Source: an optimization exercise on an open RTL-to-GDS flow (aim: small area). Production flows keep margins and buffers that such runs may drop.
The RTL was checked by simulation tests, not by an equivalence proof against the original design.
No driver is modelled on the clock port, so clocking that relies on it looks cheaper here than on a real chip.
Power figures rest on the tool's default switching activity, not on a simulated workload.

`design/flow/config.mk`:
```
export PLATFORM = sky130hd
export DESIGN_NAME = top
export DESIGN_NICKNAME = top
export VERILOG_FILES = /design/flow/design.v
export SDC_FILE = /design/flow/constraint.sdc
export NUM_CORES = 4
export LEC_CHECK = 0
export CAP_MARGIN = 20
export CORE_MARGIN = 2
export CORE_UTILIZATION = 40
export PLACE_DENSITY = 0.6
export SLEW_MARGIN = 20
```
`design/flow/constraint.sdc`:
```
create_clock -name core_clock -period 10.0 [get_ports {CLK}]
set_input_delay 2.0000 -clock core_clock [delete_from_list [all_inputs] [get_ports {CLK}]]
set_output_delay 2.0000 -clock core_clock [all_outputs]
set_load 0.01 [all_outputs]
```
`design/flow/design.v`:
```
module ctr #(
    parameter W = 10,
    parameter M = 1024,
    parameter RST = 0            
    )
    (
    input  wire         i_clk,
    input  wire         i_rst,
    input  wire         i_en,
    output reg  [W-1:0] o_q,
    output wire         o_wrap   
    );
    localparam [W-1:0] LOAD = (1 << W) - M;
    localparam [W-1:0] RV = RST;
    reg [W-1:0] cy;              
    integer i;
    always @* begin
        cy[0] = i_en;
        for (i = 1; i < W; i = i + 1)
            cy[i] = cy[i-1] & o_q[i-1];
    end
    assign o_wrap = cy[W-1] & o_q[W-1];
    always @(posedge i_clk)
        if (i_rst)
            o_q <= RV;
        else if (o_wrap)
            o_q <= LOAD;
        else
            o_q <= o_q ^ cy;
endmodule
module vga640x480(
    input  wire        i_clk,
    input  wire        i_rst,
    output wire        o_hs,
    output wire        o_vs,
    output wire        o_stb,     
    output wire        o_eol,     
    output wire        o_pre,     
    output wire        o_upd,     
    output wire        o_vb,      
    output wire        o_ystep,   
    output wire        o_h161,    
    output wire        o_h799,    
    output wire        o_line1    
    );
    localparam HOFF = 2048 - 1602;
    localparam VOFF = 1024 - 525;
    wire [10:0] hq;
    wire [9:0]  vq;
    wire eol, vwrap;
    wire stb = hq[0];                        
    wire vend = &vq;                         
    wire vstep = stb & (eol | vend);
    ctr #(.W(11), .M(1602), .RST(1601 + HOFF)) hcnt (
        .i_clk(i_clk), .i_rst(i_rst), .i_en(1'b1), .o_q(hq), .o_wrap(eol));
    ctr #(.W(10), .M(525), .RST(524 + VOFF)) vcnt (
        .i_clk(i_clk), .i_rst(i_rst), .i_en(vstep), .o_q(vq), .o_wrap(vwrap));
    wire line479 = (vq == 479 + VOFF);
    assign o_vb  = (vq >= 480 + VOFF);
    assign o_hs  = ~((hq >= 32 + HOFF) & (hq <= 223 + HOFF));    
    assign o_vs  = ~(vq[9:1] == (491 + VOFF) / 2);               
    assign o_stb = stb;
    assign o_eol = eol;
    assign o_pre = line479 & (hq == 1600 + HOFF);
    assign o_upd = line479 & eol;
    assign o_ystep = stb & ((eol & ~o_vb) | vend);
    assign o_h161 = (hq == 323 + HOFF);
    assign o_h799 = (hq == 1599 + HOFF);
    assign o_line1 = (vq == 1 + VOFF);
endmodule
module square #(
    parameter H_SIZE=80,       
    IX=320,                    
    IY=240,                    
    IX_DIR=1,                  
    IY_DIR=1,                  
    D_WIDTH=640,
    D_HEIGHT=480
    )
    (
    input  wire i_clk,
    input  wire i_rst,
    input  wire i_stb,       
    input  wire i_pre,       
    input  wire i_upd,       
    input  wire i_vb,        
    input  wire i_ystep,     
    input  wire i_h161,      
    input  wire i_h799,      
    input  wire i_line1,     
    output wire o_on
    );
    localparam C0 = 640 - (IX - H_SIZE);
    localparam D0 = 480 - (IY - H_SIZE);
    localparam COFF = 1024 - 801;
    localparam DOFF = 512 - 481;
    localparam CLO = (1 + 801 - C0) % 801 + COFF;
    localparam CHI = (2*H_SIZE - 1 + 801 - C0) % 801 + COFF;
    localparam DLO = (1 + 481 - D0) % 481 + DOFF;
    localparam DHI = (2*H_SIZE - 1 + 481 - D0) % 481 + DOFF;
    localparam DB  = (2*H_SIZE + 481 - D0) % 481 + DOFF;
    wire [9:0] cq;
    wire [8:0] dq;
    wire cwrap, dwrap;
    reg x_dir, y_dir;
    wire cstep = (i_stb & ~(i_upd & x_dir)) | (i_pre & ~x_dir);
    wire dstep = (i_ystep & ~(i_upd & y_dir)) | (i_pre & ~y_dir);
    ctr #(.W(10), .M(801), .RST(COFF)) xcnt (
        .i_clk(i_clk), .i_rst(i_rst), .i_en(cstep), .o_q(cq), .o_wrap(cwrap));
    ctr #(.W(9), .M(481), .RST(DOFF)) ycnt (
        .i_clk(i_clk), .i_rst(i_rst), .i_en(dstep), .o_q(dq), .o_wrap(dwrap));
    wire on_x = (cq >= CLO) & (cq <= CHI);
    wire on_y = i_vb ? (dq == DB) : ((dq >= DLO) & (dq <= DHI));
    assign o_on = on_x & on_y;
    always @(posedge i_clk) begin
        if (i_rst) begin
            x_dir <= IX_DIR;
            y_dir <= IY_DIR;
        end else begin
            if (on_x & i_h161) x_dir <= 1'b1;
            if (on_x & i_h799) x_dir <= 1'b0;
            if (on_y & i_line1) y_dir <= 1'b1;
            if (on_y & i_vb) y_dir <= 1'b0;
        end
    end
endmodule
module top(
    input wire CLK,              
    input wire RST_BTN,          
    output wire VGA_HS_O,        
    output wire VGA_VS_O,        
    output wire [3:0] VGA_R,     
    output wire [3:0] VGA_G,     
    output wire [3:0] VGA_B      
    );
    wire rst = ~RST_BTN;     
    wire stb, eol, pre, upd, vb, ystep, h161, h799, line1;
    vga640x480 display (
        .i_clk(CLK),
        .i_rst(rst),
        .o_hs(VGA_HS_O),
        .o_vs(VGA_VS_O),
        .o_stb(stb),
        .o_eol(eol),
        .o_pre(pre),
        .o_upd(upd),
        .o_vb(vb),
        .o_ystep(ystep),
        .o_h161(h161),
        .o_h799(h799),
        .o_line1(line1)
    );
    wire sq_a, sq_b, sq_c;
    square #(.IX(160), .IY(120), .H_SIZE(60)) sq_a_anim (
        .i_clk(CLK), .i_rst(rst), .i_stb(stb), .i_pre(pre), .i_upd(upd),
        .i_vb(vb), .i_ystep(ystep), .i_h161(h161), .i_h799(h799),
        .i_line1(line1), .o_on(sq_a)
    );
    square #(.IX(320), .IY(240), .IY_DIR(0)) sq_b_anim (
        .i_clk(CLK), .i_rst(rst), .i_stb(stb), .i_pre(pre), .i_upd(upd),
        .i_vb(vb), .i_ystep(ystep), .i_h161(h161), .i_h799(h799),
        .i_line1(line1), .o_on(sq_b)
    );
    square #(.IX(480), .IY(360), .H_SIZE(100)) sq_c_anim (
        .i_clk(CLK), .i_rst(rst), .i_stb(stb), .i_pre(pre), .i_upd(upd),
        .i_vb(vb), .i_ystep(ystep), .i_h161(h161), .i_h799(h799),
        .i_line1(line1), .o_on(sq_c)
    );
    assign VGA_R[3] = sq_a;   
    assign VGA_G[3] = sq_b;   
    assign VGA_B[3] = sq_c;   
    assign VGA_R[2:0] = 3'b000;
    assign VGA_G[2:0] = 3'b000;
    assign VGA_B[2:0] = 3'b000;
endmodule
```
`design/flow/flow/run.sh`:
```
#!/bin/bash
# Layout flow: the standard flow (standard.sh) with an area-oriented
# technology mapping in synthesis (see overrides.tcl): the design is
# synthesized once with each ABC script flow/abc*.abc, and the layout is
# made from the one with the smallest cell area. Extra ORFS make variables
# are listed one per line in flow/make.args.
# Runs in the work folder; each tool's output goes to a log file here.
set -euo pipefail
work=$(pwd)
cat "$work/flow/overrides.tcl" "$work/synth_recipe.tcl" > "$work/area_synth.tcl"
sed "s|SYNTH_SCRIPT=[^ ]*|SYNTH_SCRIPT=$work/area_synth.tcl|" "$work/standard.sh" > "$work/area_standard.sh"
grep -q "SYNTH_SCRIPT=$work/area_synth.tcl" "$work/area_standard.sh"
extra=()
if [[ -f "$work/flow/make.args" ]]; then
  while IFS= read -r line; do
    [[ -n "$line" ]] && extra+=("$line")
  done < "$work/flow/make.args"
fi

# trial syntheses, one work home each
best=""; best_area=""
pids=()
for s in "$work"/flow/abc*.abc; do
  k=$(basename "$s" .abc)
  sed "s|WORK_HOME=[^ ]*|WORK_HOME=$work/trial_$k|" "$work/area_standard.sh" > "$work/trial_$k.sh"
  grep -q "WORK_HOME=$work/trial_$k" "$work/trial_$k.sh"
  FLOW_AREA_ABC="$s" bash "$work/trial_$k.sh" "${extra[@]}" synth > "$work/synth_$k.log" 2>&1 &
  pids+=($!)
done
for p in "${pids[@]}"; do wait "$p"; done
for s in "$work"/flow/abc*.abc; do
  k=$(basename "$s" .abc)
  a=$(awk '/Chip area for module/ {print $NF}' "$work"/trial_$k/reports/*/top/base/synth_stat.txt | tail -1)
  echo "$k $a" >> "$work/trials.txt"
  if [[ -z "$best" ]] || awk -v a="$a" -v b="$best_area" 'BEGIN { exit !(a < b) }'; then
    best=$s; best_area=$a
  fi
done
echo "chosen $(basename "$best" .abc) $best_area" >> "$work/trials.txt"

export FLOW_AREA_ABC="$best"
bash "$work/area_standard.sh" "${extra[@]}" synth > "$work/synth.log" 2>&1
bash "$work/area_standard.sh" "${extra[@]}" finish > "$work/layout.log" 2>&1
```
`design/flow/flow/abc1.abc`:
```
strash
dc2
&get -n
&st
&synch2
&dch -f
&nf -R 1000
&put
```
`design/flow/flow/abc2.abc`:
```
strash
&get -n
&dch -f
&nf -R 1000
&put
```
`design/flow/flow/abc3.abc`:
```
strash
dc2
dc2
&get -n
&st
&synch2
&dch -f
&nf -R 1000
&put
```
`design/flow/flow/abc4.abc`:
```
strash
&get -n
&st
&syn2
&dch -f
&nf -R 1000
&put
```
`design/flow/flow/make.args`:
```
CTS_ARGS=-sink_clustering_enable -repair_clock_nets -dont_use_dummy_load
BUFFER_PORTS_ARGS=-buffer_cell sky130_fd_sc_hd__buf_1
SKIP_REPAIR_TIE_FANOUT=1
```
`design/flow/flow/overrides.tcl`:
```
# Prepended to synth_recipe.tcl: the standard synthesis, except that Yosys
# does not extract half and full adders and ABC maps the logic for area
# (flow/area.abc) in place of the speed script. Registers are mapped before
# either step, so their names and cells are the standard synthesis's.
proc extract_fa {args} { puts "run.sh: extract_fa skipped" }
proc abc {args} {
  set i [lsearch -exact $args -script]
  set args [lreplace $args $i [expr {$i + 1}] -script $::env(FLOW_AREA_ABC)]
  yosys abc {*}$args
}
```
`design/flow/standard.sh`:
```
#!/bin/bash
# synth_recipe.tcl (not shown) runs the flow's synth.tcl, then flattens the netlist and writes it again
# the make line also repeats each setting of config.mk as NAME=value (left out here)
make -C /OpenROAD-flow-scripts/flow DESIGN_CONFIG=/design/flow/config.mk WORK_HOME=/design/flow/orfs CLKGATE_MAP_FILE= SYNTH_SCRIPT=/design/flow/synth_recipe.tcl "${@:-finish}"
```
==> results.cfg, run 1 <==
[die]
initial_core_util_pct = 41.2
die_h_um = 98.7
fp.dieW_um = 98.7
core_area_um2 = 8720
die-area_um2 = 9750
ios = 16
rows = 34

[timing]
fin_crit_sh_pct = 44.1
max_slew_margin_pct = 51.2
final.setup.tns_ps = 0
hold_viol = 0
slew_viol_final = 0
grt_setup_unrepaired = no
worst_pin_slew_ps = 727
setup_viol = 0
finalClockSkew_ps = 24.2
period_minus_slack_ps = 4410
max_freq_mhz = 227

[power_and_ir_drop]
ir_drop_mv = 0.0976
pwr_density_cell_nw_per_um2 = 245
p_leak_nw = 1.41
finalPower_uw = 927

[clocking]
cts_sinks = 84
cts_tree = built
cts_hold_buf = 0
clock-root-buffer = clkbuf_8
postCtsResizedCells = 0
insertion_delay_ps = 350
clk_pin_slew_ps = 70
cts_made_buffers = 9
htree_levels = 3
cts_buffer_depth = 2
postCtsSetupRepairBufs = 0

[layout]
syn_to_final_growth_pct = 5.54
num-nets-final = 447
design_area_um2 = 3790
final_cells = 551
antenna_cells = 0
drive_gt1_share_pct = 2.26

[setup_path]
endpoint_kind = output port
critPathMaxFanout = 7
start_kind = register
r2r_slack_ps = 6180
cp.arrival_ps = 2410
required_ps = 8000
crit_type = reg -> out
timing.rr.start = display.vcnt.o_q[6]
rr_endpoint = sq_b_anim.xcnt.o_q[5]
reg2reg_depth = 15

[global_routing]
grt_pass1_vias = 2729
grt_pass1_wl_mm = 12.2
grt_usage_pct = 15.0
antenna_found_initial = 0
grt_max_degree = 23
globalRoute.totalOverflow = 0

[synthesis]
synth.top_cell.area_share_pct = 46.8
async_flop_share_pct = 0
synthDistinctLibCells = 32
yosysWarningCount = 7
yosys.area.top_type = dfxtp_1
yosysSeqAreaShare_pct = 46.8
synth-seq-cells = 84
synthCells = 439
synth.most_common_cell = dfxtp_1
ys_top_cells_by_area = dfxtp_1 47%, o21ai_0 6.8%, nand2_1 6.7%
synth_common_cells = 84 x dfxtp_1, 64 x nand2_1, 49 x o21ai_0, 46 x nor2_1, 37 x a21oi_1
synth_ff_type = dfxtp_1
synth-edff-count = 0
synth_fp_nets = 441
synth_area_um2 = 3590
synth_area_per_cell_um2 = 8.18

[run_status]
outcome = timing/DRC/antenna clean

[route]
drt-initial-drc-count = 90
ant_nets = 0
drt_first_pass_iters = 5
vias = 2937
wl_per_cell_um = 12.6
wl_mm = 6.92
via_per_inst = 5.33
drc = 0

[placed_design]
place_inst = 542
place_area_um2 = 3660
io_buffers = 6
place.gp.congestion = 0.877
place_hpwl_mm = 4.93

[job]
max_cap_viol_count = 0

[min_path]
hold_path_startpoint = sq_c_anim.y_dir
min_to = sq_c_anim.y_dir
hold_path_depth = 2
hp-class = reg -> reg
-- routing by layer --
metal	GRT usage [%]	part of all wire, %	vias up
met5	0	0	-
met4	3.79	0.68	0
met3	4.26	3.1	4
met2	24.1	45	30
met1	20.0	51	1361
li1	-	-	1542
-- cells by family after synthesis --
logic type,after synthesis,share of synthesized area [%]
AOI/OAI and AO/OA,113,17.6
xor gates and xnor gates,27,6.59
buffers and inverters,18,3.14
DFF,84,46.8
other,1,0.104
and+or+nand+nor,196,25.8
-- worst max-delay path, stage by stage, from the launching register on --
cell and delay [ps]:
dfxtp_1 450, nor2_1 60, nand2_1 70, a21oi_1 70
nor3_1 570, a21oi_1 140, o2111ai_1 210, o2111ai_1 190
nor2_1 150, buf_1 170
-- power breakdown --
group          switching, mW  internal (mW)
Clock                  0.105         0.0806
Sequential            0.0629          0.394
Combinational          0.166          0.119
Total                  0.333          0.593
-- state kept, by name, summed over array words and instances (netlist names) --
| signal | cells |
|---|---|
| sq_b_anim.xcnt.o_q | 10 |
| sq_b_anim.x_dir | 1 |
| sq_c_anim.y_dir | 1 |
| display.vcnt.o_q | 10 |
| sq_a_anim.ycnt.o_q | 9 |
| sq_b_anim.y_dir | 1 |
| display.hcnt.o_q | 11 |
| sq_a_anim.xcnt.o_q | 10 |
| sq_b_anim.ycnt.o_q | 9 |
| sq_c_anim.x_dir | 1 |
| sq_a_anim.x_dir | 1 |
| sq_c_anim.ycnt.o_q | 9 |
| sq_a_anim.y_dir | 1 |
| sq_c_anim.xcnt.o_q | 10 |
-- layout make-up --
cell class / instances / area, µm²
inverter: 6 / 22.5
fill: 905 / 4930
sequential: 84 / 1680
timing repair buffer: 7 / 30.0
multi-input combinational: 337 / 1800
tap: 108 / 135
clock buffer: 9 / 124
-- layout by cell type (no fill, tap or decap), types with 2 or more instances in the layout --
cell type	count
dfxtp_1	84
nand2_1	64
o21ai_0	49
nor2_1	46
a21oi_1	37
xnor2_1	19
nor3_1	17
and3_1	14
nand3_1	12
nand4_1	9
o21a_1	9
clkbuf_8	9
xor2_1	8
and2_0	8
nor2b_1	7
clkinv_1	6
buf_1	6
o22ai_1	5
nor4_1	5
or3_1	3
nor3b_1	3
nand2b_1	3
a31oi_1	3
or2_0	2
a211oi_1	2
a21o_1	2
o41ai_1	2
o2111ai_1	2
and4_1	2
-- worst max path at each step --
stage | startpoint | end | slack [ps] | cells past startpoint
6_report | display.vcnt.o_q[2] | VGA_B[3] | 5590 | 9
5_1_grt | display.vcnt.o_q[0] | VGA_B[3] | 5320 | 9
4_1_cts | display.vcnt.o_q[2] | VGA_B[3] | 5540 | 9
3_5_place_dp | display.vcnt.o_q[2] | VGA_B[3] | 5920 | 9
3_3_place_gp | display.vcnt.o_q[2] | VGA_B[3] | 6060 | 9
2_1_floorplan | display.vcnt.o_q[2] | VGA_B[3] | 6400 | 9
-- through the flow --
| step | setup WS (ps) | hold slack [ps] | utilization [%] |
|---|---|---|---|
| 2_1_floorplan | 6400 | 434 | - |
| 3_3_place_gp | 6060 | 450 | 42.0 |
| 3_5_place_dp | 5920 | 460 | 42.0 |
| 4_1_cts | 5540 | 477 | 43.4 |
| 5_1_grt | 5320 | 503 | 43.4 |
| 6_report | 5590 | 476 | 43.4 |
==> inputs of run 2 (changes only) <==
==> design/flow/flow/make.args (replaced) <==
CTS_ARGS=-sink_clustering_enable -repair_clock_nets -dont_use_dummy_load -buf_list sky130_fd_sc_hd__clkbuf_4
BUFFER_PORTS_ARGS=-buffer_cell sky130_fd_sc_hd__buf_1
SKIP_REPAIR_TIE_FANOUT=1
--- a/design/flow/config.mk
+++ b/design/flow/config.mk
@@ -7,6 +7,6 @@
 export LEC_CHECK = 0
 export CAP_MARGIN = 20
 export CORE_MARGIN = 2
-export CORE_UTILIZATION = 40
-export PLACE_DENSITY = 0.6
+export CORE_UTILIZATION = 65
+export PLACE_DENSITY = 0.8
 export SLEW_MARGIN = 20
==> results.cfg, run 2 <==
[route]
ant_nets = 0
drc = 0
vias = 2938
wl_mm = 6.39
drt_first_pass_iters = 5
wl_per_cell_um = 12.4
via_per_inst = 5.70
drt-initial-drc-count = 152

[power_and_ir_drop]
ir_drop_mv = 0.123
switching_share_pct = 36.7
power_frac_seq_pct = 52.2
internal_power_uw = 555
switchingPower_uw = 321
pwr_density_cell_nw_per_um2 = 237
combPwrFrac_pct = 32.3
clock_power_share_pct = 15.5
p_leak_nw = 1.39

[setup_path]
cp_num_buf_inv = 1
cp.arrival_ps = 2410
endpoint_kind = output port
start_kind = register
r2r_slack_ps = 6280
cpPeakStageDelay_ps = 490
cpMaxStageDelayCell = nor3_1
required_ps = 8000
timing.rr.start = display.hcnt.o_q[0]
critPathMaxFanout = 7
reg2reg_depth = 14
rr_endpoint = sq_a_anim.xcnt.o_q[5]
path_delay_family = simple AND/OR/NAND/NOR gates
crit_chain = nor2_1 > nand2_1 > a21oi_1 > nor3_1 > a21oi_1 > o2111ai_1 > o2111ai_1 > nor2_1 > buf_1
crit_type = reg -> out

[synthesis]
synth.top_cell.area_share_pct = 46.8
async_flop_share_pct = 0
synth_fp_nets = 441
synth_ff_type = dfxtp_1
yosys.area.top_type = dfxtp_1
yosysWarningCount = 7
yosysSeqAreaShare_pct = 46.8
synth_area_per_cell_um2 = 8.18
synth_area_um2 = 3590
synth_common_cells = 84 x dfxtp_1, 64 x nand2_1, 49 x o21ai_0, 46 x nor2_1, 37 x a21oi_1
synth-seq-cells = 84
ys_top_cells_by_area = dfxtp_1 47%, o21ai_0 6.8%, nand2_1 6.7%
synthCells = 439
synth.most_common_cell = dfxtp_1
synthDistinctLibCells = 32
synth-edff-count = 0

[layout]
regMostFlops = display.hcnt.o_q
utilization_pct = 68.2
antenna_cells = 0
mostFrequentLayoutCell = dfxtp_1
num-nets-final = 447
multi_input_area_um2 = 1800
fillers = 472
largest_reg_flops = 11
drive_gt1_share_pct = 2.26
final_cell_mix = 84 x dfxtp_1, 64 x nand2_1, 49 x o21ai_0
regArea_um2 = 1680
syn_to_final_growth_pct = 2.72
design_area_um2 = 3690

[global_routing]
grt_usage_pct = 23.1
grt_max_degree = 23
grt_pass1_wl_mm = 11.4
antenna_found_initial = 0
globalRoute.totalOverflow = 0
grt_pass1_vias = 2662

[timing]
period_minus_slack_ps = 4410
slew_viol_final = 0
setup_slack_ps = 5590
fin_crit_sh_pct = 44.1
max_slew_margin_pct = 41.0
final.setup.tns_ps = 0
setup_viol = 0
finalClockSkew_ps = 30.6
hold_slack_ps = 477
grt_setup_unrepaired = no
max_freq_mhz = 227
worst_pin_slew_ps = 874
hold_viol = 0

[min_path]
hp-class = reg -> reg
hold_path_depth = 2
hold_path_startpoint = sq_c_anim.x_dir
min_to = sq_c_anim.x_dir

[die]
fp.dieW_um = 78.3
die-area_um2 = 6130
die_h_um = 78.3
ios = 16
core_area_um2 = 5410
initial_core_util_pct = 66.4
rows = 27

[clocking]
cts_hold_buf = 0
insertion_delay_ps = 410
cts_sinks = 84
cts_made_buffers = 9
postCtsSetupRepairBufs = 0
clock-root-buffer = clkbuf_4
postCtsResizedCells = 0
clk_pin_slew_ps = 100
htree_levels = 3
cts_tree = built
cts_buffer_depth = 2

[placed_design]
io_buffers = 6
place_ws_ps = 5990
place.gp.congestion = 0.864
place_area_um2 = 3620
place_hpwl_mm = 4.57

[job]
max_cap_viol_count = 0

[run_status]
outcome = timing/DRC/antenna clean
run 2: how the worst max path moves through the flow:
stage	startpoint	to	slack [ps]	cells after the start
finish	display.vcnt.o_q[2]	VGA_B[3]	5590	9
global route	display.vcnt.o_q[2]	VGA_B[3]	5320	9
CTS	display.vcnt.o_q[2]	VGA_B[3]	5540	9
detailed placement	display.vcnt.o_q[2]	VGA_B[3]	5990	9
global placement	display.vcnt.o_q[2]	VGA_B[3]	6070	9
floorplan	display.vcnt.o_q[2]	VGA_B[3]	6400	9
run 2: logic make-up after synthesis:
kind of cell              count (synthesis)  synth area share [%]
and+or+nand+nor                         196                  25.8
AOI/OAI and AO/OA                       113                  17.6
DFF                                      84                  46.8
xor gates and xnor gates                 27                  6.59
buffers and inverters                    18                  3.14
other                                     1                 0.104
run 2: cell type report:
type	instances	area share, %
clock buffer	9	1.83
tap	72	2.44
sequential	84	45.6
inverter	6	0.611
timing repair buffer	7	0.814
multi-input combinational	337	48.7
run 2: power groups by stage:
stage	registers (mW)	clock network [mW]	logic, mW
2_1_floorplan	0.450	0	0.237
3_3_place_gp	0.461	0	0.276
5_1_grt	0.469	0.151	0.328
6_report	0.457	0.136	0.283
4_1_cts	0.456	0.141	0.283
3_5_place_dp	0.464	0	0.281
run 2: layer usage:
layer	vias to the layer above	global-route usage (%)	routed length, µm
li1	1544	-	-
met1	1342	30.1	3170
met2	41	37.2	2930
met3	11	4.25	176
met4	0	10.9	115
met5	-	0	0
run 2: metrics by stage:
stage	total power [mW]	instances
3_5_place_dp	0.744	506
3_3_place_gp	0.737	506
2_1_floorplan	0.687	439
5_1_grt	0.949	515
6_report	0.876	515
4_1_cts	0.880	515
run 2: worst register-to-register path: cells and delay by family (launching register included):
family                 cells  cell delay (ps)
AND/OR/NAND/NOR            9             2080
flip-flops                 1              500
buffers and inverters      1               90
AO/OA/AOI/OAI              4              990
==> inputs of run 3 (changes only) <==
--- a/design/flow/config.mk
+++ b/design/flow/config.mk
@@ -7,6 +7,6 @@
 export LEC_CHECK = 0
 export CAP_MARGIN = 20
 export CORE_MARGIN = 2
-export CORE_UTILIZATION = 65
-export PLACE_DENSITY = 0.8
+export CORE_UTILIZATION = 75
+export PLACE_DENSITY = 0.88
 export SLEW_MARGIN = 20
==> results.cfg, run 3 <==
[synthesis]
synthCells = 439
ys_top_cells_by_area = dfxtp_1 47%, o21ai_0 6.8%, nand2_1 6.7%
yosys.area.top_type = dfxtp_1
synth_ff_type = dfxtp_1
synth.most_common_cell = dfxtp_1
synth_area_per_cell_um2 = 8.18
yosysWarningCount = 7
async_flop_share_pct = 0
synth-edff-count = 0
synth_common_cells = 84 x dfxtp_1, 64 x nand2_1, 49 x o21ai_0, 46 x nor2_1, 37 x a21oi_1
synth_area_um2 = 3590
yosysSeqAreaShare_pct = 46.8
synth-seq-cells = 84
synth_fp_nets = 441
synth.top_cell.area_share_pct = 46.8
synthDistinctLibCells = 32

[die]
initial_core_util_pct = 77.0
fp.dieW_um = 73.2
die_h_um = 73.2
core_area_um2 = 4660
die-area_um2 = 5360
ios = 16
rows = 25

[layout]
final_cell_mix = 84 x dfxtp_1, 64 x nand2_1, 49 x o21ai_0
drive_gt1_share_pct = 2.26
regMostFlops = display.hcnt.o_q
fillers = 356
largest_reg_flops = 11
antenna_cells = 0
final_cells = 497
syn_to_final_growth_pct = 2.09
num-nets-final = 447
mostFrequentLayoutCell = dfxtp_1
design_area_um2 = 3660

[global_routing]
grt_pass1_wl_mm = 11.3
antenna_found_initial = 0
grt_pass1_vias = 2686
grt_usage_pct = 26.6
globalRoute.totalOverflow = 0
grt_max_degree = 23

[placed_design]
io_buffers = 6
place_area_um2 = 3600
place_hpwl_mm = 4.80
place.gp.congestion = 0.807
place_inst = 488

[clocking]
postCtsSetupRepairBufs = 0
htree_levels = 3
clock-root-buffer = clkbuf_4
insertion_delay_ps = 410
cts_made_buffers = 9
cts_tree = built
clk_pin_slew_ps = 110
cts_buffer_depth = 2
postCtsResizedCells = 0
cts_sinks = 84
cts_hold_buf = 0

[route]
ant_nets = 0
drc = 0
vias = 3009
drt_first_pass_iters = 4
wl_mm = 6.70
drt-initial-drc-count = 185
wl_per_cell_um = 13.5
via_per_inst = 6.05

[timing]
hold_viol = 0
finalClockSkew_ps = 17.3
worst_pin_slew_ps = 722
setup_viol = 0
max_slew_margin_pct = 51.3
grt_setup_unrepaired = no
final.setup.tns_ps = 0
max_freq_mhz = 221
period_minus_slack_ps = 4530
slew_viol_final = 0
fin_crit_sh_pct = 45.3

[setup_path]
critPathMaxFanout = 7
endpoint_kind = output port
crit_chain = nor2_1 > nand2_1 > a21oi_1 > nor3_1 > a21oi_1 > o2111ai_1 > o2111ai_1 > nor2_1 > buf_1
crit_type = reg -> out
cp.arrival_ps = 2530
cpPeakStageDelay_ps = 570
required_ps = 8000
cpMaxStageDelayCell = nor3_1
start_kind = register

[min_path]
hp-class = reg -> reg

[power_and_ir_drop]
finalPower_uw = 883
p_leak_nw = 1.39
ir_drop_mv = 0.147
pwr_density_cell_nw_per_um2 = 241

[run_status]
outcome = timing/DRC/antenna clean

[job]
max_cap_viol_count = 0
run 3: cell counts after synthesis:
No cell type changed its count.
run 3: final timing paths:
| check | from | end | slack, ps | cells past startpoint |
|---|---|---|---|---|
| worst max-delay path | display.vcnt.o_q[2] | VGA_B[3] | 5470 | 9 |
| worst max register to register | display.hcnt.o_q[0] | sq_a_anim.xcnt.o_q[5] | 6110 | 14 |
| worst min register to register | sq_b_anim.ycnt.o_q[5] | sq_b_anim.ycnt.o_q[5] | 490 | 1 |
| worst min-delay path | sq_b_anim.ycnt.o_q[5] | sq_b_anim.ycnt.o_q[5] | 490 | 1 |
run 3: power by group:
group / total (mW) / internal, mW / switching (mW)
clock: 0.135 / 0.0420 / 0.0934
combinational: 0.290 / 0.119 / 0.171
sequential: 0.458 / 0.394 / 0.0647
run 3: per-stage QoR:
step | utilization, % | hold WS, ps | setup slack, ps
global placement | 77.2 | 452 | 6040
detailed placement | 77.2 | 453 | 5950
CTS | 78.6 | 489 | 5520
global route | 78.6 | 520 | 5300
floorplan | - | 434 | 6400
finish | 78.6 | 487 | 5470
run 3: worst max-delay path, delay by kind of cell (launching register included):
kind,cells,cell delay [ps]
compound gates,4,610
buf+inv,1,170
flops,1,450
simple gates,4,890
run 3: cell type report:
type	instances	area [µm²]	area share, %
clock buffers	9	67.6	1.84
well taps	54	67.6	1.84
multi-input cells	337	1800	49.0
flip-flops and latches	84	1680	45.9
repair buffers	7	30.0	0.819
inverters	6	22.5	0.615
run 3: logic make-up (layout without fill, tap and decap cells):
family / Yosys count / after routing / synth area share [%]
buffers and inverters: 18 / 22 / 3.14
AOI/OAI and AO/OA: 113 / 113 / 17.6
xor gates and xnor gates: 27 / 27 / 6.59
other: 1 / 1 / 0.104
and+or+nand+nor: 196 / 196 / 25.8
DFF: 84 / 84 / 46.8
run 3: layer usage:
layer / share of wire, % / GRT usage, %
met4: 2.4 / 12.8
met5: 0 / 0
met1: 48 / 34.2
met2: 46 / 43.9
met3: 3.7 / 3.87
==> inputs of run 4 (changes only) <==
==> design/flow/flow/make.args (replaced) <==
CTS_ARGS=-sink_clustering_enable -repair_clock_nets -dont_use_dummy_load -buf_list {sky130_fd_sc_hd__clkbuf_4 sky130_fd_sc_hd__clkbuf_8}
BUFFER_PORTS_ARGS=-buffer_cell sky130_fd_sc_hd__buf_1
SKIP_REPAIR_TIE_FANOUT=1
--- a/design/flow/config.mk
+++ b/design/flow/config.mk
@@ -7,6 +7,6 @@
 export LEC_CHECK = 0
 export CAP_MARGIN = 20
 export CORE_MARGIN = 2
-export CORE_UTILIZATION = 75
-export PLACE_DENSITY = 0.88
+export CORE_UTILIZATION = 65
+export PLACE_DENSITY = 0.8
 export SLEW_MARGIN = 20
==> results.cfg, run 4 <==
[synthesis]
synth_ff_type = dfxtp_1
synth_compound_area_share_pct = 17.6
yosysSeqAreaShare_pct = 46.8
synth.top_cell.area_share_pct = 46.8
synthAdderAreaFrac_pct = 0
muxShareOfSynthArea_pct = 0
synth_fp_nets = 441
ys_top_cells_by_area = dfxtp_1 47%, o21ai_0 6.8%, nand2_1 6.7%
synth_common_cells = 84 x dfxtp_1, 64 x nand2_1, 49 x o21ai_0, 46 x nor2_1, 37 x a21oi_1
synthDistinctLibCells = 32
synth_area_um2 = 3590
synth-edff-count = 0
async_flop_share_pct = 0
synth-xor-area-share_pct = 6.59
synth_simple_gate_area_share_pct = 25.8
synthCells = 439
synth_top_family_by_area = simple AND/OR/NAND/NOR gates
yosysWarningCount = 7
synth_area_per_cell_um2 = 8.18
yosys.area.top_type = dfxtp_1
synth.most_common_cell = dfxtp_1
synth-seq-cells = 84

[die]
die_h_um = 78.3
rows = 27
die-area_um2 = 6130
ios = 16
fp.dieW_um = 78.3
initial_core_util_pct = 66.4
core_area_um2 = 5410

[layout]
regMostFlops = display.hcnt.o_q
num-nets-final = 447
antenna_cells = 0
largest_reg_flops = 11
drive_gt1_share_pct = 2.26
design_area_um2 = 3740
mostFrequentLayoutCell = dfxtp_1
syn_to_final_growth_pct = 4.29
fillers = 457
final_cell_mix = 84 x dfxtp_1, 64 x nand2_1, 49 x o21ai_0

[clocking]
clk_pin_slew_ps = 70
htree_levels = 3
postCtsSetupRepairBufs = 0
insertion_delay_ps = 350
postCtsResizedCells = 0
cts_tree = built
clock-root-buffer = clkbuf_8
cts_buffer_depth = 2
cts_sinks = 84
cts_hold_buf = 0
cts_made_buffers = 9

[route]
drt-initial-drc-count = 182
ant_nets = 0
wl_mm = 6.42
wl_per_cell_um = 12.5
via_per_inst = 5.69
drc = 0
drt_first_pass_iters = 4
vias = 2931

[placed_design]
place_hpwl_mm = 4.57
place_area_um2 = 3620
io_buffers = 6
place.gp.congestion = 0.864

[global_routing]
grt_pass1_vias = 2701
grt_usage_pct = 23.4
grt_pass1_wl_mm = 11.5
antenna_found_initial = 0
grt_max_degree = 23
globalRoute.totalOverflow = 0

[job]
max_cap_viol_count = 0

[setup_path]
endpoint_kind = output port
required_ps = 8000
crit_type = reg -> out
start_kind = register
r2r_slack_ps = 6270
timing.rr.start = display.vcnt.o_q[6]
startpoint = display.vcnt.o_q[2]
reg2reg_depth = 15
cp.arrival_ps = 2320
endpoint = VGA_B[3]
rr_endpoint = sq_b_anim.xcnt.o_q[5]
critPathMaxFanout = 7

[timing]
max_slew_margin_pct = 38.2
fin_crit_sh_pct = 43.2
hold_slack_ps = 472
grt_setup_unrepaired = no
slew_viol_final = 0
final.setup.tns_ps = 0
period_minus_slack_ps = 4320
max_freq_mhz = 231
worst_pin_slew_ps = 915
finalClockSkew_ps = 17.9
hold_viol = 0
setup_viol = 0

[min_path]
hp-class = reg -> reg

[power_and_ir_drop]
ir_drop_mv = 0.124
finalPower_uw = 920
pwr_density_cell_nw_per_um2 = 246
p_leak_nw = 1.41

[run_status]
outcome = timing/DRC/antenna clean
==> run 4: changes by cell type in the layout (fill, tap and decap cells not counted) <==
cell / change
clkbuf_8: +9
clkbuf_4: -9
==> run 4: metal layers <==
metal	global-route usage, %	vias to the layer above	part of all wire (%)	wire [µm]
li1	-	1548	-	-
met1	30.2	1334	50	3180
met2	37.7	35	46	2930
met3	4.48	14	2.7	171
met4	11.9	0	2.1	137
met5	0	-	0	0
==> run 4: worst min path at each step <==
stage	depth (start not counted)	to	start
4_1_cts	2	sq_c_anim.x_dir	sq_c_anim.x_dir
2_1_floorplan	2	sq_b_anim.x_dir	sq_b_anim.x_dir
5_1_grt	2	sq_c_anim.y_dir	sq_c_anim.y_dir
3_3_place_gp	2	sq_c_anim.x_dir	sq_c_anim.x_dir
3_5_place_dp	2	sq_c_anim.x_dir	sq_c_anim.x_dir
6_report	2	sq_c_anim.x_dir	sq_c_anim.x_dir
==> run 4: worst max-delay path, cell delays in order, from the launching register on <==
cell and delay, ps:
dfxtp_1 440, nor2_1 70, nand2_1 70, a21oi_1 70
nor3_1 470, a21oi_1 130, o2111ai_1 210, o2111ai_1 190
nor2_1 160, buf_1 170
==> run 4: cell type report <==
type | count | area (µm²) | area share (%)
flip-flops and latches | 84 | 1680 | 44.9
multi-input cells | 337 | 1800 | 48.0
well taps | 72 | 90.1 | 2.41
clock buffers | 9 | 124 | 3.31
repair buffers | 7 | 30.0 | 0.802
inverters | 6 | 22.5 | 0.602
==> run 4: metrics by stage <==
step / utilization (%) / worst slack [ps] / cells
after floorplan: - / 6400 / 439
after CTS: 69.3 / 5610 / 515
after detailed placement: 67.0 / 5990 / 506
after global placement: 67.0 / 6070 / 506
final: 69.3 / 5680 / 515
after global routing: 69.3 / 5400 / 515
==> run 4: cell families after synthesis <==
| logic type | Yosys count |
|---|---|
| simple gates | 196 |
| buf+inv | 18 |
| other cells | 1 |
| flops | 84 |
| compound gates | 113 |
| xor+xnor | 27 |
==> run 4: where the power goes <==
| part | leakage (nW) | switching, mW | internal [mW] | total, mW |
|---|---|---|---|---|
| registers | 0.689 | 0.0637 | 0.394 | 0.458 |
| logic | 0.659 | 0.164 | 0.119 | 0.282 |
| clock network | 0.0647 | 0.0991 | 0.0805 | 0.180 |
| total | 1.41 | 0.326 | 0.593 | 0.920 |
==> inputs of run 5 (changes only) <==
--- a/design/flow/flow/run.sh
+++ b/design/flow/flow/run.sh
@@ -38,6 +38,7 @@
 done
 echo "chosen $(basename "$best" .abc) $best_area" >> "$work/trials.txt"
 
+rm -rf "$work"/trial_*
 export FLOW_AREA_ABC="$best"
 bash "$work/area_standard.sh" "${extra[@]}" synth > "$work/synth.log" 2>&1
 bash "$work/area_standard.sh" "${extra[@]}" finish > "$work/layout.log" 2>&1
==> design/flow/flow/abc5.abc (new file) <==
strash
dc2
&get -n
&st
&synch2
&dch -f
&if -K 4 -a
&mfs
&put
strash
&get -n
&dch -f
&nf -R 1000
&put
==> design/flow/flow/abc6.abc (new file) <==
strash
balance
rewrite
refactor
balance
rewrite -z
rewrite -z
dc2
&get -n
&st
&dch -f
&nf -R 1000
&put
==> design/flow/flow/abc7.abc (new file) <==
strash
dc2
&get -n
&st
&synch2
&dch -f
&nf -R 2000 -C 32
&put
==> design/flow/flow/abc8.abc (new file) <==
strash
ifraig
dc2
&get -n
&st
&synch2
&dch -f
&nf -R 1000
&put
==> design/flow/flow/make.args (replaced) <==
CTS_ARGS=-sink_clustering_enable -repair_clock_nets -dont_use_dummy_load -buf_list sky130_fd_sc_hd__clkbuf_4
BUFFER_PORTS_ARGS=-buffer_cell sky130_fd_sc_hd__buf_1
SKIP_REPAIR_TIE_FANOUT=1
--- a/design/flow/config.mk
+++ b/design/flow/config.mk
@@ -7,6 +7,6 @@
 export LEC_CHECK = 0
 export CAP_MARGIN = 20
 export CORE_MARGIN = 2
-export CORE_UTILIZATION = 65
-export PLACE_DENSITY = 0.8
+export CORE_UTILIZATION = 85
+export PLACE_DENSITY = 0.92
 export SLEW_MARGIN = 20
==> results.cfg, run 5 <==
[synthesis]
synthCells = 440
yosys.area.top_type = dfxtp_1
async_flop_share_pct = 0
synth.top_cell.area_share_pct = 47.2
synth_area_per_cell_um2 = 8.09
synth_fp_nets = 442
synth-edff-count = 0
synth_common_cells = 84 x dfxtp_1, 58 x nand2_1, 56 x o21ai_0, 46 x nor2_1, 45 x a21oi_1
ys_top_cells_by_area = dfxtp_1 47%, o21ai_0 7.9%, a21oi_1 6.3%
synth.most_common_cell = dfxtp_1
yosysWarningCount = 7
synth_ff_type = dfxtp_1
yosysSeqAreaShare_pct = 47.2
synthDistinctLibCells = 34
synth-seq-cells = 84
synth_area_um2 = 3560

[run_status]
outcome = aborted with a tool error
error = [ERROR GPL-0301] Utilization 101.253 % exceeds 100%.
haltStage = global placement without I/O

[die]
rows = 23
die_h_um = 68.7
initial_core_util_pct = 88.4
fp.dieW_um = 68.7
run 5: cell types whose count changed after synthesis, sizes merged, moves of 3 or more:
cell,previous run,this run
nor3b,3,0
nand2,64,58
or4,0,3
o21a,9,6
xor2,8,4
nand4,9,6
a21oi,37,45
o21ai,49,56
nand2b,3,0
clkinv,6,10
run 5: cell families after synthesis:
family / Yosys count / share of synthesized area [%]
simple gates: 186 / 24.4
compound gates: 125 / 19.3
flops: 84 / 47.2
xor+xnor: 22 / 5.41
buf+inv: 22 / 3.58
other cells: 1 / 0.105
==> inputs of run 6 (changes only) <==
--- a/design/flow/config.mk
+++ b/design/flow/config.mk
@@ -7,6 +7,6 @@
 export LEC_CHECK = 0
 export CAP_MARGIN = 20
 export CORE_MARGIN = 2
-export CORE_UTILIZATION = 85
-export PLACE_DENSITY = 0.92
+export CORE_UTILIZATION = 75
+export PLACE_DENSITY = 0.88
 export SLEW_MARGIN = 20
==> results.cfg, run 6 <==
[synthesis]
synth.top_cell.area_share_pct = 47.2
synth_area_per_cell_um2 = 8.09
synth_area_um2 = 3560
synth_common_cells = 84 x dfxtp_1, 58 x nand2_1, 56 x o21ai_0, 46 x nor2_1, 45 x a21oi_1
yosys.area.top_type = dfxtp_1
synth_ff_type = dfxtp_1
async_flop_share_pct = 0
synthDistinctLibCells = 34
synth_fp_nets = 442
synth.most_common_cell = dfxtp_1
synthCells = 440
synth-seq-cells = 84
yosysSeqAreaShare_pct = 47.2
ys_top_cells_by_area = dfxtp_1 47%, o21ai_0 7.9%, a21oi_1 6.3%
yosysWarningCount = 7
synth-edff-count = 0

[clocking]
cts_made_buffers = 9
cts_tree = built
insertion_delay_ps = 410
clk_pin_slew_ps = 110
clock-root-buffer = clkbuf_4
htree_levels = 3
cts_hold_buf = 0
cts_sinks = 84
cts_buffer_depth = 2
postCtsResizedCells = 0
postCtsSetupRepairBufs = 0

[route]
wl_met2_mm = 3.14
drc = 0
wl_met3_um = 215
ant_nets = 0
vias = 3037
drt_first_pass_iters = 4
wl_mm = 6.68
highest_layer = met4
drt-initial-drc-count = 222
wl_per_cell_um = 13.4
via_per_inst = 6.10
m1WireLength_mm = 3.19

[layout]
regMostFlops = display.hcnt.o_q
antenna_cells = 0
drive_gt1_share_pct = 2.25
fillers = 349
largest_reg_flops = 11
syn_to_final_growth_pct = 2.11
mostFrequentLayoutCell = dfxtp_1
design_area_um2 = 3640
num-nets-final = 448
final_cell_mix = 84 x dfxtp_1, 58 x nand2_1, 56 x o21ai_0

[die]
rows = 25
die-area_um2 = 5320
fp.dieW_um = 72.9
core_area_um2 = 4660
die_h_um = 72.9
initial_core_util_pct = 76.4
ios = 16

[placed_design]
io_buffers = 6
place_hpwl_mm = 4.79
place_ws_ps = 5990
place.gp.congestion = 0.992
place_area_um2 = 3570

[min_path]
hp-class = reg -> reg

[timing]
hold_viol = 0
fin_crit_sh_pct = 44.5
grt_setup_unrepaired = no
hold_slack_ps = 485
setup_slack_ps = 5550
finalClockSkew_ps = 27.6
setup_viol = 0
max_freq_mhz = 225
slew_viol_final = 0
max_slew_margin_pct = 39.2
final.setup.tns_ps = 0
worst_pin_slew_ps = 904
period_minus_slack_ps = 4450

[power_and_ir_drop]
power_frac_seq_pct = 53.7
pwr_density_cell_nw_per_um2 = 234
switchingPower_uw = 309
switching_share_pct = 36.3
internal_power_uw = 543
ir_drop_mv = 0.129
clock_power_share_pct = 16.0
p_leak_nw = 1.40
combPwrFrac_pct = 30.3

[setup_path]
crit_type = reg -> out
start_kind = register
required_ps = 8000
endpoint_kind = output port
r2r_slack_ps = 6020
critPathMaxFanout = 5
cp.arrival_ps = 2450

[global_routing]
grt_usage_pct = 27.6
grt_pass1_vias = 2724
antenna_found_initial = 0
globalRoute.totalOverflow = 0
grt_pass1_wl_mm = 11.4
grt_max_degree = 25

[run_status]
outcome = timing/DRC/antenna clean

[job]
max_cap_viol_count = 0
-- run 6: cell counts after synthesis --
Identical to the previous run, type by type.
-- run 6: path summary, 6_finish.rpt --
kind / cells past startpoint / from / endpoint
setup / recovery: 8 / display.vcnt.o_q[1] / VGA_G[3]
hold reg to reg: 2 / sq_c_anim.x_dir / sq_c_anim.x_dir
hold / removal: 2 / sq_c_anim.x_dir / sq_c_anim.x_dir
setup reg to reg: 15 / display.vcnt.o_q[6] / sq_c_anim.xcnt.o_q[9]
-- run 6: per-stage QoR --
stage	util, %	power, mW	cells
after detailed placement	76.6	0.717	489
after global routing	78.0	0.913	498
final	78.0	0.852	498
after global placement	76.6	0.706	489
after floorplan	-	0.662	440
after CTS	78.0	0.851	498
-- run 6: logic make-up after synthesis --
group	count (synthesis)	synth area share (%)
AO/OA/AOI/OAI	125	19.3
flip-flops	84	47.2
other	1	0.105
XOR/XNOR	22	5.41
AND/OR/NAND/NOR	186	24.4
buffers and inverters	22	3.58
-- run 6: critical path: stages, from the launching register on --
cell and delay [ps]:
dfxtp_1 400, nand2_1 110, nand2_1 70, a21oi_1 70, or3_1 420, or4_1 550
o21ai_0 120, and2_0 170, buf_1 150
-- run 6: layout make-up --
type                            instances  area (µm²)  share of cell area [%]
Multi-Input combinational cell        334        1750                    48.2
Sequential cell                        84        1680                    46.2
Clock buffer                            9        67.6                    1.86
Tap cell                               54        67.6                    1.86
Inverter                               10        37.5                    1.03
Timing Repair Buffer                    7        30.0                   0.826
-- run 6: per-layer routing --
metal	GRT usage (%)	vias up
met5	0	-
met4	13.0	0
met1	35.2	1398
met2	45.6	57
met3	4.70	14
li1	-	1568
-- run 6: power groups by stage --
stage          sequential (mW)  combinational, mW  clock (mW)
2_1_floorplan            0.448              0.214           0
3_3_place_gp             0.459              0.247           0
3_5_place_dp             0.462              0.255           0
4_1_cts                  0.455              0.256       0.140
5_1_grt                  0.467              0.295       0.151
6_report                 0.457              0.258       0.136
==> inputs of run 7 (changes only) <==
==> design/flow/flow/make.args (replaced) <==
CTS_ARGS=-sink_clustering_enable -repair_clock_nets -dont_use_dummy_load -buf_list sky130_fd_sc_hd__clkbuf_4 -sink_clustering_size 10 -sink_clustering_max_diameter 40
BUFFER_PORTS_ARGS=-buffer_cell sky130_fd_sc_hd__buf_1
SKIP_REPAIR_TIE_FANOUT=1
==> results.cfg, run 7 <==
[global_routing]
grt_pass1_wl_mm = 11.4
antenna_found_initial = 0
grt_pass1_vias = 2724
globalRoute.totalOverflow = 0
grt_max_degree = 25
grt_usage_pct = 27.6

[synthesis]
yosys.area.top_type = dfxtp_1
synth_area_per_cell_um2 = 8.09
synth-edff-count = 0
synthDistinctLibCells = 34
synth_area_um2 = 3560
synth_fp_nets = 442
synth-seq-cells = 84
yosysSeqAreaShare_pct = 47.2
synth_common_cells = 84 x dfxtp_1, 58 x nand2_1, 56 x o21ai_0, 46 x nor2_1, 45 x a21oi_1
ys_top_cells_by_area = dfxtp_1 47%, o21ai_0 7.9%, a21oi_1 6.3%
synthCells = 440
synth_ff_type = dfxtp_1
yosysWarningCount = 7
synth.most_common_cell = dfxtp_1
synth.top_cell.area_share_pct = 47.2
async_flop_share_pct = 0

[timing]
grt_setup_unrepaired = no
max_slew_margin_pct = 39.2
fin_crit_sh_pct = 44.5
slew_viol_final = 0
finalClockSkew_ps = 27.6
period_minus_slack_ps = 4450
worst_pin_slew_ps = 904
setup_viol = 0
final.setup.tns_ps = 0
hold_viol = 0
max_freq_mhz = 225

[clocking]
cts_sinks = 84
clk_pin_slew_ps = 110
postCtsResizedCells = 0
postCtsSetupRepairBufs = 0
cts_made_buffers = 9
cts_tree = built
cts_hold_buf = 0
clock-root-buffer = clkbuf_4
cts_buffer_depth = 2
htree_levels = 3
insertion_delay_ps = 410

[die]
ios = 16
die-area_um2 = 5320
initial_core_util_pct = 76.4
core_area_um2 = 4660
rows = 25
fp.dieW_um = 72.9
die_h_um = 72.9

[setup_path]
reg2reg_depth = 15
crit_type = reg -> out
startpoint = display.vcnt.o_q[1]
critPathMaxFanout = 5
cp.arrival_ps = 2450
crit_chain = nand2_1 > nand2_1 > a21oi_1 > or3_1 > or4_1 > o21ai_0 > and2_0 > buf_1
cpPeakStageDelay_ps = 550
start_kind = register
crit_top_cell = nand2_1
r2r_slack_ps = 6020
required_ps = 8000
rr_endpoint = sq_c_anim.xcnt.o_q[9]
endpoint_kind = output port
timing.rr.start = display.vcnt.o_q[6]
cpMaxStageDelayCell = or4_1
endpoint = VGA_G[3]

[power_and_ir_drop]
ir_drop_mv = 0.129
p_leak_nw = 1.40
pwr_density_cell_nw_per_um2 = 234

[layout]
antenna_cells = 0
syn_to_final_growth_pct = 2.11
regMostFlops = display.hcnt.o_q
largest_reg_flops = 11
final_cells = 498
drive_gt1_share_pct = 2.25
num-nets-final = 448
mostFrequentLayoutCell = dfxtp_1
final_cell_mix = 84 x dfxtp_1, 58 x nand2_1, 56 x o21ai_0

[route]
drt_first_pass_iters = 4
vias = 3037
wl_per_cell_um = 13.4
ant_nets = 0
via_per_inst = 6.10
drt-initial-drc-count = 222
drc = 0
wl_mm = 6.68

[job]
max_cap_viol_count = 0

[placed_design]
io_buffers = 6
place_hpwl_mm = 4.79
place.gp.congestion = 0.992
place_inst = 489

[min_path]
hp-class = reg -> reg

[run_status]
outcome = timing/DRC/antenna clean
[run 7: worst max-delay path: cells and delay by family (launching register included)]
kind | cells | cell delay [ps]
and+or+nand+nor | 5 | 1320
DFF | 1 | 400
AOI/OAI and AO/OA | 2 | 190
buffers and inverters | 1 | 150
[run 7: power by group]
| group | switching (mW) | internal [mW] |
|---|---|---|
| clock network | 0.0943 | 0.0420 |
| registers | 0.0640 | 0.393 |
| logic | 0.151 | 0.107 |
| total | 0.309 | 0.543 |
[run 7: kinds of logic after synthesis]
group / synth area share (%)
buf+inv: 3.58
other cells: 0.105
simple gates: 24.4
flops: 47.2
compound gates: 19.3
xor+xnor: 5.41
[run 7: how the worst min path moves through the flow]
| stage | end | cells past startpoint | startpoint |
|---|---|---|---|
| 4_1_cts | sq_c_anim.x_dir | 2 | sq_c_anim.x_dir |
| 6_report | sq_c_anim.x_dir | 2 | sq_c_anim.x_dir |
| 2_1_floorplan | sq_a_anim.x_dir | 2 | sq_a_anim.x_dir |
| 5_1_grt | sq_a_anim.x_dir | 2 | sq_a_anim.x_dir |
| 3_3_place_gp | sq_c_anim.x_dir | 2 | sq_c_anim.x_dir |
| 3_5_place_dp | sq_c_anim.x_dir | 2 | sq_c_anim.x_dir |
[run 7: stage by stage]
stage          utilization [%]  hold WS (ps)  cell area, µm²  setup WS (ps)  power (mW)
5_1_grt                   78.0           530            3640           5340       0.913
6_report                  78.0           485            3640           5550       0.852
2_1_floorplan                -           434            3560           6200       0.662
3_3_place_gp              76.6           451            3570           6040       0.706
3_5_place_dp              76.6           457            3570           5990       0.717
4_1_cts                   78.0           484            3640           5530       0.851
[run 7: final cells by class]
class | instances | area, µm²
flip-flops and latches | 84 | 1680
clock buffers | 9 | 67.6
repair buffers | 7 | 30.0
well taps | 54 | 67.6
multi-input cells | 334 | 1750
inverters | 10 | 37.5
fillers | 349 | 1020
[run 7: per-layer routing]
layer	routed length [µm]	global-route usage (%)
met1	3190	35.2
met2	3140	45.6
met3	215	4.70
met4	133	13.0
met5	0	0
==> inputs of run 8 (changes only) <==
--- a/design/flow/flow/run.sh
+++ b/design/flow/flow/run.sh
@@ -3,7 +3,8 @@
 # technology mapping in synthesis (see overrides.tcl): the design is
 # synthesized once with each ABC script flow/abc*.abc, and the layout is
 # made from the one with the smallest cell area. Extra ORFS make variables
-# are listed one per line in flow/make.args.
+# are listed one per line in flow/make.args (__WORK__ stands for the work
+# folder).
 # Runs in the work folder; each tool's output goes to a log file here.
 set -euo pipefail
 work=$(pwd)
@@ -13,7 +14,7 @@
 extra=()
 if [[ -f "$work/flow/make.args" ]]; then
   while IFS= read -r line; do
-    [[ -n "$line" ]] && extra+=("$line")
+    [[ -n "$line" ]] && extra+=("${line//__WORK__/$work}")
   done < "$work/flow/make.args"
 fi
 
==> design/flow/flow/make.args (replaced) <==
CTS_ARGS=-sink_clustering_enable -repair_clock_nets -dont_use_dummy_load -buf_list sky130_fd_sc_hd__clkbuf_4
BUFFER_PORTS_ARGS=-buffer_cell sky130_fd_sc_hd__buf_1
SKIP_REPAIR_TIE_FANOUT=1
POST_CTS_TCL=__WORK__/flow/post_cts.tcl
==> design/flow/flow/post_cts.tcl (new file) <==
estimate_parasitics -placement
set upsized 0
foreach inst [get_cells *] {
  set ref [get_property $inst ref_name]
  if { $ref ne "sky130_fd_sc_hd__clkbuf_4" } { continue }
  set out [get_pins [get_name $inst]/X]
  set slew [get_property $out slew_max]
  if { $slew > 0.100 } {
    puts "post_cts: [get_name $inst] slew $slew, now sky130_fd_sc_hd__clkbuf_8"
    replace_cell $inst sky130_fd_sc_hd__clkbuf_8
    incr upsized
  }
}
if { $upsized > 0 } {
  detailed_placement
  check_placement -verbose
  estimate_parasitics -placement
}
==> results.cfg, run 8 <==
[route]
wl_mm = 6.74
drt_first_pass_iters = 4
wl_per_cell_um = 13.5
drt-initial-drc-count = 207
drc = 0
ant_nets = 0
via_per_inst = 6.13
vias = 3051

[setup_path]
cp.arrival_ps = 2490
start_kind = register
rr_endpoint = sq_c_anim.xcnt.o_q[9]
critPathMaxFanout = 5
cpMaxStageDelayCell = or4_1
crit_type = reg -> out
cpPeakStageDelay_ps = 550
crit_top_cell = nand2_1
reg2reg_depth = 15
startpoint = display.vcnt.o_q[1]
crit_chain = nand2_1 > nand2_1 > a21oi_1 > or3_1 > or4_1 > o21ai_0 > and2_0 > buf_1
endpoint = VGA_G[3]
endpoint_kind = output port
cp_num_buf_inv = 1
cp.depth = 8
r2r_slack_ps = 6030
path_delay_family = simple AND/OR/NAND/NOR gates
timing.rr.start = display.vcnt.o_q[6]
required_ps = 8000

[synthesis]
synth_fp_nets = 442
synthDistinctLibCells = 34
synth-seq-cells = 84
synth.most_common_cell = dfxtp_1
synth-edff-count = 0
synth_common_cells = 84 x dfxtp_1, 58 x nand2_1, 56 x o21ai_0, 46 x nor2_1, 45 x a21oi_1
yosysWarningCount = 7
synth.top_cell.area_share_pct = 47.2
synth_ff_type = dfxtp_1
synthCells = 440
synth_area_um2 = 3560
yosys.area.top_type = dfxtp_1
async_flop_share_pct = 0
ys_top_cells_by_area = dfxtp_1 47%, o21ai_0 7.9%, a21oi_1 6.3%
yosysSeqAreaShare_pct = 47.2
synth_area_per_cell_um2 = 8.09

[die]
fp.dieW_um = 72.9
rows = 25
ios = 16
die_h_um = 72.9
die-area_um2 = 5320
initial_core_util_pct = 76.4
core_area_um2 = 4660

[global_routing]
grt_pass1_vias = 2721
grt_max_degree = 25
antenna_found_initial = 0
globalRoute.totalOverflow = 0
grt_pass1_wl_mm = 11.4
grt_usage_pct = 27.6

[layout]
utilization_pct = 78.6
drive_gt1_share_pct = 2.25
design_area_um2 = 3660
regMostFlops = display.hcnt.o_q
largest_reg_flops = 11
num-nets-final = 448
mostFrequentLayoutCell = dfxtp_1
final_cell_mix = 84 x dfxtp_1, 58 x nand2_1, 56 x o21ai_0
syn_to_final_growth_pct = 2.81
antenna_cells = 0

[power_and_ir_drop]
pwr_density_cell_nw_per_um2 = 238
ir_drop_mv = 0.129
p_leak_nw = 1.41

[placed_design]
io_buffers = 6
place.gp.congestion = 0.992
place_area_um2 = 3570
place_hpwl_mm = 4.79

[clocking]
cts_tree = built
clk_pin_slew_ps = 90
insertion_delay_ps = 420
cts_sinks = 84

[min_path]
hold_path_depth = 2
hp-class = reg -> reg
hold_path_startpoint = sq_c_anim.x_dir

[timing]
setup_viol = 0
finalClockSkew_ps = 25.6
slew_viol_final = 0
fin_crit_sh_pct = 44.9
final.setup.tns_ps = 0
grt_setup_unrepaired = no
worst_pin_slew_ps = 896
hold_viol = 0
max_freq_mhz = 223
max_slew_margin_pct = 39.7
period_minus_slack_ps = 4490

[run_status]
outcome = timing/DRC/antenna clean

[job]
max_cap_viol_count = 0
## run 8: cell counts after synthesis
Identical to the previous run, type by type.
## run 8: how the worst min path moves through the flow
stage                 endpoint  slack, ps
6_report       sq_c_anim.x_dir        480
5_1_grt        sq_a_anim.x_dir        520
3_5_place_dp   sq_c_anim.x_dir        460
3_3_place_gp   sq_c_anim.x_dir        450
2_1_floorplan  sq_a_anim.x_dir        430
## run 8: power by group
| group | internal, mW | total, mW | switching (mW) |
|---|---|---|---|
| logic | 0.107 | 0.258 | 0.151 |
| registers | 0.393 | 0.457 | 0.0641 |
| clock network | 0.0587 | 0.157 | 0.0979 |
| total | 0.559 | 0.873 | 0.313 |
## run 8: area by class of cell
type	instances	area (µm²)
Clock buffer	9	92.6
Fill cell	345	1000
Inverter	10	37.5
Multi-Input combinational cell	334	1750
Sequential cell	84	1680
Tap cell	54	67.6
Timing Repair Buffer	7	30.0
## run 8: worst reg2reg max path, delay by kind of cell (launching register included)
| kind | cells | cell delay (ps) |
|---|---|---|
| AOI/OAI and AO/OA | 3 | 840 |
| DFF | 1 | 390 |
| and+or+nand+nor | 12 | 2650 |
## run 8: cells by family (layout without fill, tap and decap cells)
| kind of cell | Yosys count | count (layout) | synth area share (%) |
|---|---|---|---|
| buf+inv | 22 | 26 | 3.58 |
| compound gates | 125 | 125 | 19.3 |
| simple gates | 186 | 186 | 24.4 |
| other cells | 1 | 1 | 0.105 |
| flops | 84 | 84 | 47.2 |
| xor+xnor | 22 | 22 | 5.41 |
## run 8: stage by stage
stage	hold WS (ps)	std cells	power, mW	setup slack, ps
after floorplan	434	440	0.662	6200
after global placement	451	489	0.706	6040
after detailed placement	457	489	0.717	5990
after global routing	520	498	0.932	5320
final	476	498	0.873	5510
## run 8: routing by layer
layer  GRT usage (%)  vias up  share of wire, %  wire length (µm)
li1                -     1566                 -                 -
met1            35.3     1423                47              3190
met2            45.6       50                48              3220
met3            4.70       12               3.2               214
met4            13.0        0               1.7               114
met5               0        -                 0                 0
==> inputs of run 9 (changes only) <==
==> design/flow/flow/post_cts.tcl (replaced) <==
set upsized 0
while { 1 } {
  estimate_parasitics -placement
  set worst ""
  set worst_slew 0.105
  foreach inst [get_cells *] {
    if { [get_property $inst ref_name] ne "sky130_fd_sc_hd__clkbuf_4" } { continue }
    set slew [get_property [get_pins [get_name $inst]/X] slew_max]
    if { $slew > $worst_slew } {
      set worst $inst
      set worst_slew $slew
    }
  }
  if { $worst eq "" } { break }
  puts "post_cts: [get_name $worst] slew $worst_slew, now sky130_fd_sc_hd__clkbuf_8"
  replace_cell $worst sky130_fd_sc_hd__clkbuf_8
  incr upsized
}
if { $upsized > 0 } {
  detailed_placement
  check_placement -verbose
  estimate_parasitics -placement
}
==> results.cfg, run 9 <==
[min_path]
hold_path_depth = 2
hp-class = reg -> reg
hold_path_startpoint = sq_c_anim.x_dir
min_to = sq_c_anim.x_dir

[placed_design]
place_inst = 489
place.gp.congestion = 0.992
io_buffers = 6
place_hpwl_mm = 4.79

[die]
rows = 25
ios = 16
initial_core_util_pct = 76.4
fp.dieW_um = 72.9
die-area_um2 = 5320
core_area_um2 = 4660
die_h_um = 72.9

[synthesis]
synthDistinctLibCells = 34
synth-seq-cells = 84
yosys.area.top_type = dfxtp_1
yosysSeqAreaShare_pct = 47.2
synth_fp_nets = 442
yosysWarningCount = 7
synth-edff-count = 0
ys_top_cells_by_area = dfxtp_1 47%, o21ai_0 7.9%, a21oi_1 6.3%
synth_area_um2 = 3560
synth.most_common_cell = dfxtp_1
synth.top_cell.area_share_pct = 47.2
synthCells = 440
synth_area_per_cell_um2 = 8.09
synth_ff_type = dfxtp_1
synth_common_cells = 84 x dfxtp_1, 58 x nand2_1, 56 x o21ai_0, 46 x nor2_1, 45 x a21oi_1
async_flop_share_pct = 0

[run_status]
outcome = timing/DRC/antenna clean

[timing]
setup_viol = 0
grt_setup_unrepaired = no
slew_viol_final = 0
max_freq_mhz = 227
hold_viol = 0
max_slew_margin_pct = 40.5
period_minus_slack_ps = 4400
final.setup.tns_ps = 0
finalClockSkew_ps = 24.3
fin_crit_sh_pct = 44.0
worst_pin_slew_ps = 885

[route]
drc = 0
wl_per_cell_um = 13.6
via_per_inst = 6.10
drt_first_pass_iters = 5
ant_nets = 0
vias = 3040
drt-initial-drc-count = 212
wl_mm = 6.76

[clocking]
clk_pin_slew_ps = 90
cts_sinks = 84
cts_tree = built
insertion_delay_ps = 350

[setup_path]
endpoint_kind = output port
cp.arrival_ps = 2400
rr_endpoint = sq_c_anim.xcnt.o_q[9]
startpoint = display.vcnt.o_q[1]
reg2reg_depth = 15
crit_type = reg -> out
start_kind = register
cpMaxStageDelayCell = or4_1
cp.depth = 8
cpPeakStageDelay_ps = 550
critPathMaxFanout = 5
cp_num_buf_inv = 1
path_delay_family = simple AND/OR/NAND/NOR gates
crit_top_cell = nand2_1
crit_chain = nand2_1 > nand2_1 > a21oi_1 > or3_1 > or4_1 > o21ai_0 > and2_0 > buf_1
timing.rr.start = display.vcnt.o_q[6]
r2r_slack_ps = 6030
required_ps = 8000

[layout]
antenna_cells = 0
syn_to_final_growth_pct = 2.99
fillers = 345
mostFrequentLayoutCell = dfxtp_1
drive_gt1_share_pct = 2.25
final_cell_mix = 84 x dfxtp_1, 58 x nand2_1, 56 x o21ai_0
num-nets-final = 448
largest_reg_flops = 11
final_cells = 498
regMostFlops = display.hcnt.o_q

[power_and_ir_drop]
pwr_density_cell_nw_per_um2 = 239
ir_drop_mv = 0.129
p_leak_nw = 1.41

[global_routing]
grt_pass1_vias = 2721
grt_usage_pct = 27.6
grt_max_degree = 25
grt_pass1_wl_mm = 11.4
globalRoute.totalOverflow = 0
antenna_found_initial = 0

[job]
max_cap_viol_count = 0
==> run 9: cell counts after synthesis <==
No cell type changed its count.
==> run 9: kinds of logic (layout without fill, tap and decap cells) <==
kind of cell    count (synthesis)  count (layout)  synth area share [%]
compound gates                125             125                  19.3
buf+inv                        22              26                  3.58
simple gates                  186             186                  24.4
flops                          84              84                  47.2
xor+xnor                       22              22                  5.41
other cells                     1               1                 0.105
==> run 9: layout make-up <==
type | instances | area, µm² | share of cell area (%)
clock buffers | 9 | 98.8 | 2.70
inverters | 10 | 37.5 | 1.02
multi-input cells | 334 | 1750 | 47.8
flip-flops and latches | 84 | 1680 | 45.9
well taps | 54 | 67.6 | 1.84
repair buffers | 7 | 30.0 | 0.819
==> run 9: layer usage <==
metal  global-route usage (%)  wire, µm  part of all wire (%)  vias up
met5                        0         0                     0        -
met4                     13.0        53                  0.78        0
met3                     4.70       236                   3.5        6
met2                     45.6      3270                    48       55
met1                     35.3      3210                    47     1415
li1                         -         -                     -     1564
==> run 9: per-stage QoR <==
stage	area [µm²]	hold WS, ps	total power [mW]	utilization, %	worst slack, ps
after floorplan	3560	434	0.662	-	6200
after global placement	3570	451	0.706	76.6	6040
after detailed placement	3570	457	0.717	76.6	5990
after global routing	3670	520	0.937	78.7	5390
final	3670	475	0.877	78.7	5600
==> run 9: worst max path at each step <==
stage                           to  slack (ps)
after floorplan           VGA_G[3]        6200
after global routing      VGA_G[3]        5390
after global placement    VGA_G[3]        6040
final                     VGA_G[3]        5600
after detailed placement  VGA_G[3]        5990
==> run 9: power by group <==
group | switching [mW] | internal [mW]
sequential | 0.0640 | 0.393
clock | 0.0973 | 0.0637
combinational | 0.151 | 0.107
==> run 9: tightest hold or removal path: cells and delay by family (launching register included) <==
kind	cells	cell delay, ps
AO/OA/AOI/OAI	1	60
flip-flops	1	330
AND/OR/NAND/NOR	1	60

## port drivers added, routing unchanged
In the flow no input, the clock included, has a driving cell. The finished layouts below were timed again as built, in two steps.
Step 1, drivers: a clkbuf_16 drives CLK and a buf_2 each remaining input, both assumed.
Step 2 adds t to the input delays and takes it off the output delays; t is the mean of the earliest and latest rising clock arrival at the registers after step 1. Input paths then give back, and output paths get back, about the clock's delay inside the block.
Three values: no drivers, after step 1, after step 2; two values: the first two.
run | t, ns | setup WS [ns] | worst setup path at the end
run 1 | 0.371 | 5.586 / 5.555 / 5.926 | register to output
run 2 | 0.425 | 5.589 / 5.559 / 5.984 | register to output
run 3 | 0.424 | 5.472 / 5.447 / 5.871 | register to output
run 4 | 0.367 | 5.678 / 5.647 / 6.014 | register to output
run 6 | 0.423 | 5.547 / 5.520 / 5.943 | register to output
run 7 | 0.423 | 5.547 / 5.520 / 5.943 | register to output
run 8 | 0.439 | 5.511 / 5.484 / 5.923 | register to output
run 9 | 0.366 | 5.596 / 5.566 / 5.933 | register to output
After both steps setup and hold are still met in every run listed.
